Context: an optimization exercise on an open-source flow, tuned for small area and few clock cycles. The choices shown serve that exercise and are no tape-out recipe. Function was checked by simulation only, so behaviour that the tests miss may differ from the original. No activity file was given, so power comes from the tool's default toggle rates.

== north ==
==> flow/design.v <==
module fifo (i_clk, i_reset, i_wr, i_data, i_rd,  o_data );
  parameter WIDTH = 8;  
  parameter M_WIDTH  = 8;  
  input wire i_clk;
  input wire i_reset;
  input wire i_wr;
  input wire [(WIDTH-1):0] i_data;
  input wire i_rd;
  output reg [(WIDTH-1):0] o_data;
  reg o_full;
  reg o_empty;
  reg [(WIDTH-1):0] fifo_mem [0:(1<<M_WIDTH)-1];  
  wire w_wr = (i_wr && !o_full);  
  wire w_rd = i_rd &&!o_empty;    
  reg [M_WIDTH:0] wr_addr;  
  reg [M_WIDTH:0] rd_addr;
  always @ (posedge i_clk) begin
    if (i_reset) begin
        wr_addr <= 0;
        rd_addr <= 0;
    end else begin
    if (w_wr)
        wr_addr <= wr_addr + 1;
    if (w_rd)
        rd_addr <= rd_addr + 1;
    end
  end
  always @ (posedge i_clk) begin
    if (w_wr)
        fifo_mem[wr_addr[M_WIDTH-1:0]] <= i_data;
    if (w_rd)
        o_data <= fifo_mem[rd_addr[M_WIDTH-1:0]];
  end
  reg [M_WIDTH:0] o_fill;
  always @ (*)
    o_fill = wr_addr - rd_addr;
  always @ (*)
    o_empty = (o_fill == 0);
  always @ (*)
    o_full = (o_fill == {1'b1,{(M_WIDTH){1'b0}} });
endmodule  
module dive2d (i_clk, i_reset, i_datax, i_datay, i_start, o_read, o_data, o_address, o_valid, o_bussy);
  input  wire        i_clk;
  input  wire        i_reset;
  input  wire [31:0] i_datax;
  input  wire [31:0] i_datay;
  input  wire        i_start;
  output wire        o_read;
  output wire [31:0] o_data;
  output wire [11:0] o_address;
  output wire        o_valid;
  output wire        o_bussy;
  reg  [31:0] dl [0:62];    
  reg  [31:0] d63;          
  reg  [31:0] c0;           
  reg  [31:0] r_data;
  reg         r_valid;
  reg  [12:0] cnt;          
  reg         busy, rd, dv;
  wire x0   = (cnt[5:0] == 6'd63);                                   
  wire x63  = (cnt[5:0] == 6'd62);                                   
  wire fin  = busy & cnt[12] & ~cnt[6] & (cnt[5:0] == 6'd63) & ~dv;   
  wire last = busy & cnt[12] & cnt[6] & (cnt[5:0] == 6'd0);           
  wire [31:0] f;
  cia_add #(.N(32), .L1(11), .L2(22)) add_f (.a(x63 ? c0 : dl[62]), .b(i_datay), .ci(1'b0), .s(f));
  wire [31:0] a  = d63;
  wire [31:0] b  = ~i_datax;
  wire [31:0] e  = ~i_datay;
  wire [31:0] s1 = a ^ b ^ e;
  wire [31:0] c1 = (a & b) | (a & e) | (b & e);
  wire [31:0] u1 = {c1[30:0], 1'b1};
  wire [31:0] r;
  cia_add #(.N(32), .L1(11), .L2(22)) add_r (.a(s1), .b(u1), .ci(1'b1), .s(r));
  integer i;
  always @(posedge i_clk) begin
    dl[0] <= i_datax;
    for (i = 1; i < 63; i = i + 1)
      dl[i] <= dl[i-1];
    d63 <= x63 ? dl[62] : f;
    if (x0)
      c0 <= r;
    else if (x63)
      c0 <= f;
    r_data <= x0 ? c0 : r;
  end
  always @(posedge i_clk) begin
    if (i_reset) begin
      busy    <= 1'b0;
      rd      <= 1'b0;
      dv      <= 1'b0;
      r_valid <= 1'b0;
    end else begin
      dv      <= rd;
      r_valid <= (dv & (cnt[12:6] != 7'd0) & (cnt[12:6] != 7'h7f)) | fin;
      if (i_start) begin
        busy <= 1'b1;
        rd   <= 1'b1;
      end else begin
        if (last)
          busy <= 1'b0;
        if (cnt[12] & ~cnt[6] & (cnt[5:0] == 6'd61))
          rd <= 1'b0;
      end
    end
  end
  always @(posedge i_clk) begin
    if (i_start)
      cnt <= 13'h1ffe;
    else
      cnt <= cnt + 13'd1;
  end
  wire [5:0] row = cnt[11:6] - {5'd0, (cnt[5:0] == 6'd0)};
  assign o_read    = rd;
  assign o_bussy   = busy;
  assign o_valid   = r_valid;
  assign o_data    = r_data;
  assign o_address = {row, cnt[5:0]};
endmodule
module cia_add #(parameter N = 32, L1 = 16, L2 = 32) (a, b, ci, s);
  input  wire [N-1:0] a, b;
  input  wire         ci;
  output wire [N-1:0] s;
  wire [N:0]   k;      
  wire [N-1:0] s0;     
  wire [N:0]   p;      
  wire [N:0]   bc;     
  genvar g;
  generate
    for (g = 0; g < N; g = g + 1) begin : bt
      wire kin = (g == 0) ? ci : ((g == L1 || g == L2) ? 1'b0 : k[g]);
      assign s0[g]  = a[g] ^ b[g] ^ kin;
      assign k[g+1] = (a[g] & b[g]) | (a[g] & kin) | (b[g] & kin);
      if (g < L1) begin : lo
        assign s[g] = s0[g];
      end else begin : hi
        wire pin = (g == L1 || g == L2) ? 1'b1 : p[g];
        assign p[g+1] = pin & s0[g];
        wire cin = (g < L2) ? bc[L1] : bc[L2];
        assign s[g] = s0[g] ^ (cin & pin);
      end
    end
  endgenerate
  assign bc[L1] = k[L1];
  assign bc[L2] = (L2 < N) ? (k[L2] | (bc[L1] & p[L2])) : 1'b0;
endmodule
Settings: LEC_CHECK=0, CAP_MARGIN=20, CORE_MARGIN=2, CORE_UTILIZATION=70, PLACE_DENSITY=0.8, SLEW_MARGIN=20; clock period 10.0 ns.
standard.sh (not shown) runs the stock make flow with config.mk's settings and CLKGATE_MAP_FILE= SYNTH_SCRIPT=/design/flow/synth_recipe.tcl, a recipe that flattens the netlist after the stock synthesis.
==> flow/flow/run.sh <==
#!/bin/bash
# Standard ORFS layout (the standard.sh) with two changes: CTS without
# dummy loads, clustering 10 sinks per clkbuf_4, and the ports buffered with buf_1.
set -uo pipefail
export CTS_ARGS="-sink_clustering_enable -repair_clock_nets -dont_use_dummy_load -sink_clustering_size 10 -sink_clustering_max_diameter 40 -buf_list sky130_fd_sc_hd__clkbuf_4"
export BUFFER_PORTS_ARGS="-buffer_cell sky130_fd_sc_hd__buf_1"
bash standard.sh > standard.log 2>&1
Testbench counts of north, summed over its fixed seeds: cycles 99,912.
Input-level comparison between south and north:
-- flow/design.v --
<<< north, line 51
  output wire        o_valid;
  output wire        o_bussy;
  reg  [31:0] dl [0:62];    
  reg  [31:0] d63;          
  reg  [31:0] c0;           
  reg  [31:0] r_data;
>>> south, line 51
  output wire        o_valid;
  output wire        o_bussy;
  reg  [31:0] dl [0:63];    
  reg  [31:0] py;           
  reg  [31:0] c0;           
  reg  [31:0] r_data;
<<< north, line 59
  reg         busy, rd, dv;
  wire x0   = (cnt[5:0] == 6'd63);                                   
  wire x63  = (cnt[5:0] == 6'd62);                                   
  wire fin  = busy & cnt[12] & ~cnt[6] & (cnt[5:0] == 6'd63) & ~dv;   
  wire last = busy & cnt[12] & cnt[6] & (cnt[5:0] == 6'd0);           
  wire [31:0] f;
  cia_add #(.N(32), .L1(11), .L2(22)) add_f (.a(x63 ? c0 : dl[62]), .b(i_datay), .ci(1'b0), .s(f));
  wire [31:0] a  = d63;
  wire [31:0] b  = ~i_datax;
  wire [31:0] e  = ~i_datay;
>>> south, line 59
  reg         busy, rd, dv;
  wire x0   = (cnt[5:0] == 6'd63);                                   
  wire fin  = busy & cnt[12] & ~cnt[6] & (cnt[5:0] == 6'd63) & ~dv;   
  wire last = busy & cnt[12] & cnt[6] & (cnt[5:0] == 6'd0);           
  wire [31:0] a  = dl[63];
  wire [31:0] b  = ~i_datax;
  wire [31:0] e  = ~i_datay;
<<< north, line 70
  wire [31:0] c1 = (a & b) | (a & e) | (b & e);
  wire [31:0] u1 = {c1[30:0], 1'b1};
  wire [31:0] r;
  cia_add #(.N(32), .L1(11), .L2(22)) add_r (.a(s1), .b(u1), .ci(1'b1), .s(r));
  integer i;
  always @(posedge i_clk) begin
    dl[0] <= i_datax;
    for (i = 1; i < 63; i = i + 1)
      dl[i] <= dl[i-1];
    d63 <= x63 ? dl[62] : f;
    if (x0)
      c0 <= r;
    else if (x63)
      c0 <= f;
    r_data <= x0 ? c0 : r;
  end
  always @(posedge i_clk) begin
>>> south, line 67
  wire [31:0] c1 = (a & b) | (a & e) | (b & e);
  wire [31:0] u1 = {c1[30:0], 1'b1};
  wire [31:0] t;
  cia_add #(.N(32), .L1(16), .L2(32)) add_t (.a(s1), .b(u1), .ci(1'b1), .s(t));
  wire [31:0] xa = x0 ? c0 : s1;
  wire [31:0] xb = x0 ? 32'd0 : u1;
  wire [31:0] s2 = xa ^ xb ^ py;
  wire [31:0] c2 = (xa & xb) | (xa & py) | (xb & py);
  wire [31:0] r;
  cia_add #(.N(32), .L1(11), .L2(22)) add_r (.a(s2), .b({c2[30:0], ~x0}), .ci(1'b0), .s(r));
  integer i;
  always @(posedge i_clk) begin
    dl[0] <= i_datax;
    for (i = 1; i < 64; i = i + 1)
      dl[i] <= dl[i-1];
    py <= i_datay;
    if (x0)
      c0 <= t;
    r_data <= r;
  end
  always @(posedge i_clk) begin
[summary]
south and north ended up with nearly the same met2 track demand over resource.
Ratio of final minimum period to clock period: higher on south
Taking north as the reference, in south hold slack now sits lower; global-route usage now sits at about the same level; netlist area before placement now sits higher; clock-buffer cell count now sits higher.
south: number of non-clock buffers is 5 higher than what north reported.
south packs its core more loosely than north.
Relative to north, clock skew increased by 0.049 ns in south.
Between south and north, it is south whose final instance area is higher, by 0.79%.
Per the comparison of south with north, synthesized instance count lower, clock latency of the later-clocked register in the worst-skew pair higher.
The lower area of all sequential standard cells came out of north.
Testbench counts of south, summed over its fixed seeds: cycles 99,912.


Setup of job 7373:
Starts from the design.v that is shown in full above.
export LEC_CHECK = 0
export CAP_MARGIN = 20
export CORE_MARGIN = 2
export CORE_UTILIZATION = 75
export PLACE_DENSITY = 0.85
export SLEW_MARGIN = 20
create_clock -name core_clock -period 10.0 [get_ports {i_clk}]
==> flow/flow/run.sh <==
#!/bin/bash
# Standard ORFS layout (the standard.sh) with two changes: CTS without
# dummy loads, clustering 11 sinks per clkbuf_4, and the ports buffered with buf_1.
set -uo pipefail
export CTS_ARGS="-sink_clustering_enable -repair_clock_nets -dont_use_dummy_load -sink_clustering_size 11 -sink_clustering_max_diameter 40 -buf_list sky130_fd_sc_hd__clkbuf_4"
export BUFFER_PORTS_ARGS="-buffer_cell sky130_fd_sc_hd__buf_1"
bash standard.sh > standard.log 2>&1
Testbench counts of job 7373, summed over its fixed seeds: cycles 99,912.
## Diff of input files: job 2207 against job 7373
--- a/flow/design.v
+++ b/flow/design.v
@@ -77,10 +77,7 @@
     for (i = 1; i < 63; i = i + 1)
       dl[i] <= dl[i-1];
     d63 <= x63 ? dl[62] : f;
-    if (x0)
-      c0 <= r;
-    else if (x63)
-      c0 <= f;
+    c0 <= ({32{x0}} & r) | ({32{x63}} & f) | ({32{~x0 & ~x63}} & c0);
     r_data <= x0 ? c0 : r;
   end
   always @(posedge i_clk) begin
Job 2207 vs. job 7373: synthesized instance count went up by 108. Post-synth design cell area of job 7373 is on par with job 2207. From job 7373 to job 2207 the numbers moved as follows: worst-skew pair later-pin latency closely matched the old numbers, half-perimeter wire length after placement climbed about 9%, total placed instance area about even, cell-internal power went down 0.83%.
Testbench counts of job 2207, summed over its fixed seeds: cycles 99,912.

==> re-timing with driven ports <==
Ports are ideal in the flow. The routed layouts listed here were re-timed in OpenROAD. Step 1: set_driving_cell puts a clkbuf_16 on i_clk and a buf_2 on each other input, an assumption about the parent block. Step 2, shift: input delay + t, output delay - t, t = (earliest + latest rising clock arrival at the registers) / 2. This alone moves slack from input paths to output paths. Slacks: ideal ports / drivers / drivers and shift; pairs: ideal ports / drivers.
run	shift t [ns]	setup slack, ns	worst hold slack (ns)
north	1.106	1.194 / 1.227 / 0.121	0.291 / 0.291 / 0.291
south	1.088	0.792 / 0.828 / -0.260	0.224 / 0.224 / 0.224
job 7373	1.063	1.377 / 1.413 / 0.350	0.289 / 0.289 / 0.289
job 2207	1.056	1.328 / 1.372 / 0.315	0.276 / 0.276 / 0.276
Met with ideal ports but missed after step 2: setup timing in south. The setup slack of north, which loses most, moves by +0.033 ns with the drivers and by -1.073 ns with both steps.
